Context: an optimization exercise on an open-source flow, tuned for small area, a short achievable clock period and few clock cycles. The choices shown serve that exercise and are no tape-out recipe.
Function was checked by simulation only, so behaviour that the tests miss may differ from the original.
Power figures rest on the tool's default switching activity, not on a simulated workload.

==> flow/design.v <==
module huffman(clk, reset, gray_valid, CNT_valid,  gray_data, CNT1, CNT2, CNT3, CNT4, CNT5, CNT6,
    code_valid, HC1, HC2, HC3, HC4, HC5, HC6, M1, M2, M3, M4, M5, M6);
input clk;
input reset;
input gray_valid;
input [7:0] gray_data;
output reg CNT_valid;
output [7:0] CNT1, CNT2, CNT3, CNT4, CNT5, CNT6;
output reg code_valid;
output [7:0] HC1, HC2, HC3, HC4, HC5, HC6;
output [7:0] M1, M2, M3, M4, M5, M6;
reg [6:0] W1, W2, W3, W4, W5;
reg [6:0] V;
reg [6:0] amount;    
reg [2:0] ptr [0:5];
reg [4:0] hc [0:5];
reg [4:0] m [0:5];
assign CNT1 = {1'b0, W5};
assign CNT2 = {1'b0, V};
assign CNT3 = {1'b0, W1};
assign CNT4 = {1'b0, W2};
assign CNT5 = {1'b0, W3};
assign CNT6 = {1'b0, W4};
assign HC1 = {3'b0, hc[0]};
assign HC2 = {3'b0, hc[1]};
assign HC3 = {3'b0, hc[2]};
assign HC4 = {3'b0, hc[3]};
assign HC5 = {3'b0, hc[4]};
assign HC6 = {3'b0, hc[5]};
assign M1 = {3'b0, m[0][4:1], 1'b1};
assign M2 = {3'b0, m[1][4:1], 1'b1};
assign M3 = {3'b0, m[2][4:1], 1'b1};
assign M4 = {3'b0, m[3][4:1], 1'b1};
assign M5 = {3'b0, m[4][4:1], 1'b1};
assign M6 = {3'b0, m[5][4:1], 1'b1};
reg counting, sorting, merging;
reg [4:1] U;
reg ph;              
reg [5:1] Tr;
wire last_sort = sorting & !U[1];
wire last_merge = merging & !U[1];
wire cmp_cycle = (sorting | merging) & !ph;
wire ins_cycle = (sorting | merging) & ph;
wire drop = merging & cmp_cycle;
function lt7;
    input [6:0] a, b;
    reg [6:0] l, g;
    begin
        l = ~a & b;
        g = a & ~b;
        lt7 = l[6] | ~g[6] & (l[5] | ~g[5] & (l[4] | ~g[4] & (l[3] | ~g[3] &
              (l[2] | ~g[2] & (l[1] | ~g[1] & l[0])))));
    end
endfunction
wire lt1 = lt7(W1, V);
wire lt2 = lt7(W2, V);
wire lt3 = lt7(W3, V);
wire lt4 = lt7(W4, V);
wire lt5 = lt7(W5, V);
wire [5:1] Tc;
assign Tc[1] = merging ? lt2 : (lt1 | U[1]);
assign Tc[2] = merging ? lt3 : (lt2 | U[2]);
assign Tc[3] = merging ? lt4 : (lt3 | U[3]);
assign Tc[4] = merging ? lt5 : (lt4 | U[4]);
assign Tc[5] = !merging & lt5;
wire [6:1] T = {1'b0, Tr};
wire [2:0] p = {T[4], T[2] & !T[4], (T[1] & !T[2]) | (T[3] & !T[4]) | T[5]};
wire [6:0] D = 7'd127;    
function [6:0] pick;
    input up, here;
    input [6:0] w1, w0, v;
    pick = here ? v : up ? w1 : w0;
endfunction
wire [2:0] sym = gray_data[2:0];
wire take = counting & gray_valid;
reg selw2, selv;
wire [6:0] vnext = W1 + (({7{selw2}} & W2) | ({7{selv}} & V));
always @(posedge clk) begin
    if (reset) begin
        amount <= 7'd0;
        counting <= 1'b1;
        sorting <= 1'b0;
        merging <= 1'b0;
        U <= 4'b1111;
        ph <= 1'b0;
        CNT_valid <= 1'b0;
        code_valid <= 1'b0;
        V <= 7'd0;
        W1 <= 7'd0; W2 <= 7'd0; W3 <= 7'd0; W4 <= 7'd0; W5 <= 7'd0;
    end else begin
        CNT_valid <= take && amount == 7'd99;
        code_valid <= last_merge;
        if (take) amount <= amount + 7'd1;
        if (take && amount == 7'd99) begin
            counting <= 1'b0;
            sorting <= 1'b1;
        end
        if (ins_cycle & last_sort) begin
            sorting <= 1'b0;
            merging <= 1'b1;
        end
        if (last_merge) merging <= 1'b0;
        ph <= cmp_cycle & !last_merge;
        if (ins_cycle) U <= last_sort ? 4'b1111 : {1'b0, U[4:2]};
        if (take) begin
            if (sym == 3'd1) W5 <= W5 + 7'd1;
            if (sym == 3'd2) V  <= V  + 7'd1;
            if (sym == 3'd3) W1 <= W1 + 7'd1;
            if (sym == 3'd4) W2 <= W2 + 7'd1;
            if (sym == 3'd5) W3 <= W3 + 7'd1;
            if (sym == 3'd6) W4 <= W4 + 7'd1;
        end
        if (drop) begin
            W1 <= W2; W2 <= W3; W3 <= W4; W4 <= W5; W5 <= D;
        end
        if (ins_cycle) begin
            W1 <= pick(T[2], T[1] & !T[2], W2, W1, V);
            W2 <= pick(T[3], T[2] & !T[3], W3, W2, V);
            W3 <= pick(T[4], T[3] & !T[4], W4, W3, V);
            W4 <= pick(T[5], T[4] & !T[5], W5, W4, V);
            W5 <= pick(1'b0, T[5],         D,  W5, V);
            V <= vnext;
        end
    end
end
wire sum_next = merging | last_sort;
always @(posedge clk) begin
    Tr <= Tc;
    selw2 <= sum_next & Tc[2];
    selv <= sum_next & !Tc[2];
end
wire [2:0] dst0 = p;
wire [2:0] dst1 = T[1] ? 3'd0 : 3'd1;
wire [2:0] dst2 = T[2] ? 3'd1 : 3'd2;
wire [2:0] dst3 = T[3] ? 3'd2 : 3'd3;
wire [2:0] dst4 = T[4] ? 3'd3 : 3'd4;
wire [2:0] dst5 = T[5] ? 3'd4 : 3'd5;
function [2:0] dst;
    input [2:0] j;
    input [2:0] d0, d1, d2, d3, d4, d5;
    case (j)
        3'd0: dst = d0;
        3'd1: dst = d1;
        3'd2: dst = d2;
        3'd3: dst = d3;
        3'd4: dst = d4;
        default: dst = d5;
    endcase
endfunction
integer s;
always @(posedge clk) begin
    if (reset) begin
        ptr[0] <= 3'd5;
        ptr[1] <= 3'd0;
        ptr[2] <= 3'd1;
        ptr[3] <= 3'd2;
        ptr[4] <= 3'd3;
        ptr[5] <= 3'd4;
    end else if (drop) begin
        for (s = 0; s < 6; s = s + 1)
            if (ptr[s] != 3'd0) ptr[s] <= ptr[s] - 3'd1;
    end else if (ins_cycle) begin
        for (s = 0; s < 6; s = s + 1)
            ptr[s] <= dst(ptr[s], dst0, dst1, dst2, dst3, dst4, dst5);
    end
end
always @(posedge clk) begin
    if (reset) begin
        for (s = 0; s < 6; s = s + 1) begin
            hc[s] <= 5'd0;
            m[s] <= 5'd0;
        end
    end else if (drop) begin
        for (s = 0; s < 6; s = s + 1) begin
            if (ptr[s] <= 3'd1) begin
                m[s] <= {m[s][3:0], 1'b1};
                hc[s] <= hc[s] | (({m[s][3:0], 1'b1} & ~m[s]) & {5{ptr[s] == 3'd0}});
            end
        end
    end
end
endmodule
Settings: LEC_CHECK=0, CAP_MARGIN=20, CORE_MARGIN=2, CORE_UTILIZATION=40, CTS_BUF_LIST=sky130_fd_sc_hd__clkbuf_8, PLACE_DENSITY=0.6, SETUP_SLACK_MARGIN=2.4, SLEW_MARGIN=20; clock period 4.5 ns.
standard.sh (not shown) runs the stock make flow with config.mk's settings and CLKGATE_MAP_FILE= SYNTH_SCRIPT=/design/flow/synth_recipe.tcl, a recipe that flattens the netlist after the stock synthesis.
==> flow/flow/run.sh <==
#!/bin/bash
# Standard layout, but with the smallest buffer on the ports.
set -euo pipefail
sed 's|"\${@:-finish}"|BUFFER_PORTS_ARGS="-buffer_cell sky130_fd_sc_hd__buf_1" "${@:-finish}"|' standard.sh > my_standard.sh
bash my_standard.sh > flow.log 2>&1
Testbench counts at the start, summed over its fixed seeds: cycles 38,400.
Change:
--- a/flow/design.v
+++ b/flow/design.v
@@ -146,13 +146,13 @@
         3'd4: dst = d4;
         default: dst = d5;
     endcase
 endfunction
 integer s;
 always @(posedge clk) begin
-    if (reset) begin
+    if (counting) begin
         ptr[0] <= 3'd5;
         ptr[1] <= 3'd0;
         ptr[2] <= 3'd1;
         ptr[3] <= 3'd2;
         ptr[4] <= 3'd3;
         ptr[5] <= 3'd4;
@@ -162,13 +162,13 @@
     end else if (ins_cycle) begin
         for (s = 0; s < 6; s = s + 1)
             ptr[s] <= dst(ptr[s], dst0, dst1, dst2, dst3, dst4, dst5);
     end
 end
 always @(posedge clk) begin
-    if (reset) begin
+    if (counting) begin
         for (s = 0; s < 6; s = s + 1) begin
             hc[s] <= 5'd0;
             m[s] <= 5'd0;
         end
     end else if (drop) begin
         for (s = 0; s < 6; s = s + 1) begin
Effect:
- die area rose by 0.66%
- flip-flop and latch count stays the same
- final cell count is about the same
- count of clock-buffer cells in the layout does not change
- register-to-register slack stays flat
- sequential share of layout area goes down by 0.38 points
- sequential power hardly moves
Testbench counts after the change, summed over its fixed seeds: cycles 38,400.

* * *

Setup of build 55:
RTL: the design.v shown in full above, as it stands there.
clock: 4.5 ns
lec_check: 0
cap_margin: 20
core_margin: 2
core_utilization: 40
cts_buf_list: sky130_fd_sc_hd__clkbuf_8
place_density: 0.6
setup_slack_margin: 2.0
slew_margin: 20
Scripts as last shown in full above: flow/flow/run.sh
Testbench counts of build 55, summed over its fixed seeds: cycles 38,400.
--- input diff build 55..trial 42 ---
diff --git a/flow/design.v b/flow/design.v
--- a/flow/design.v
+++ b/flow/design.v
@@ -71,12 +71,12 @@
     input [6:0] w1, w0, v;
     pick = here ? v : up ? w1 : w0;
 endfunction
 wire [2:0] sym = gray_data[2:0];
 wire take = counting & gray_valid;
-reg selw2, selv;
-wire [6:0] vnext = W1 + (({7{selw2}} & W2) | ({7{selv}} & V));
+wire [6:0] s1 = W1 + W2;
+wire [6:0] s2 = V + W1;
 always @(posedge clk) begin
     if (reset) begin
         amount <= 7'd0;
         counting <= 1'b1;
         sorting <= 1'b0;
@@ -117,20 +117,17 @@
             W1 <= pick(T[2], T[1] & !T[2], W2, W1, V);
             W2 <= pick(T[3], T[2] & !T[3], W3, W2, V);
             W3 <= pick(T[4], T[3] & !T[4], W4, W3, V);
             W4 <= pick(T[5], T[4] & !T[5], W5, W4, V);
             W5 <= pick(1'b0, T[5],         D,  W5, V);
-            V <= vnext;
+            if (sorting && !last_sort) V <= W1;
+            else V <= T[2] ? s1 : s2;
         end
     end
 end
-wire sum_next = merging | last_sort;
-always @(posedge clk) begin
-    Tr <= Tc;
-    selw2 <= sum_next & Tc[2];
-    selv <= sum_next & !Tc[2];
-end
+always @(posedge clk)
+    if (cmp_cycle) Tr <= Tc;
 wire [2:0] dst0 = p;
 wire [2:0] dst1 = T[1] ? 3'd0 : 3'd1;
 wire [2:0] dst2 = T[2] ? 3'd1 : 3'd2;
 wire [2:0] dst3 = T[3] ? 3'd2 : 3'd3;
 wire [2:0] dst4 = T[4] ? 3'd3 : 3'd4;
[summary]
Trial 42: flow completed, timing, DRC and antenna clean. [trial 42] number of combinational gates with multiple inputs rose 37 relative to build 55. For the total track usage, trial 42 came in 1.4 points higher than build 55 did. Build 55 -> trial 42: net switching power of the design increased by a little under 10%. Per the comparison of trial 42 with build 55, fraction of the core area covered by cells at the end of the flow now larger, depth of the critical timing path with buffers and inverters included now smaller, static leakage now larger, cell count now larger. Power came out higher on trial 42 than on build 55. Trial 42 vs. build 55: die area went up by 500 um2. [compare] base=build 55 new=trial 42: internal power summed over all cells ~0 delta, synthesized cell count +42.
Testbench counts of trial 42, summed over its fixed seeds: cycles 38,400.

[static timing again, ports no longer ideal]
Ports are ideal in the flow. The routed layouts listed here were re-timed in OpenROAD.
Step 1, drivers: a clkbuf_16 drives clk and a buf_2 each remaining input, both assumed.
Step 2, shift: input delay + t, output delay - t, t = (earliest + latest rising clock arrival at the registers) / 2. This alone moves slack from input paths to output paths.
a / b / c = no drivers / after step 1 / after step 2; a / b = the first two.
run	shift t [ns]	slack for setup (ns)	hold slack, ns	pins driven straight from the clock port
the first run of note 1	0.490	2.363 / 2.363 / 1.907	0.475 / 0.475 / 0.475	1
the second run of note 1	0.496	2.353 / 2.353 / 1.949	0.469 / 0.469 / 0.469	1
build 55	0.494	2.097 / 2.061 / 1.691	0.455 / 0.455 / 0.455	1
trial 42	0.506	2.030 / 2.030 / 1.785	0.475 / 0.475 / 0.475	1
After both steps setup and hold are still met in every run listed. For the first run of note 1, which loses most, drivers alone change the setup slack by 0.000 ns; drivers and shift together by -0.456 ns.
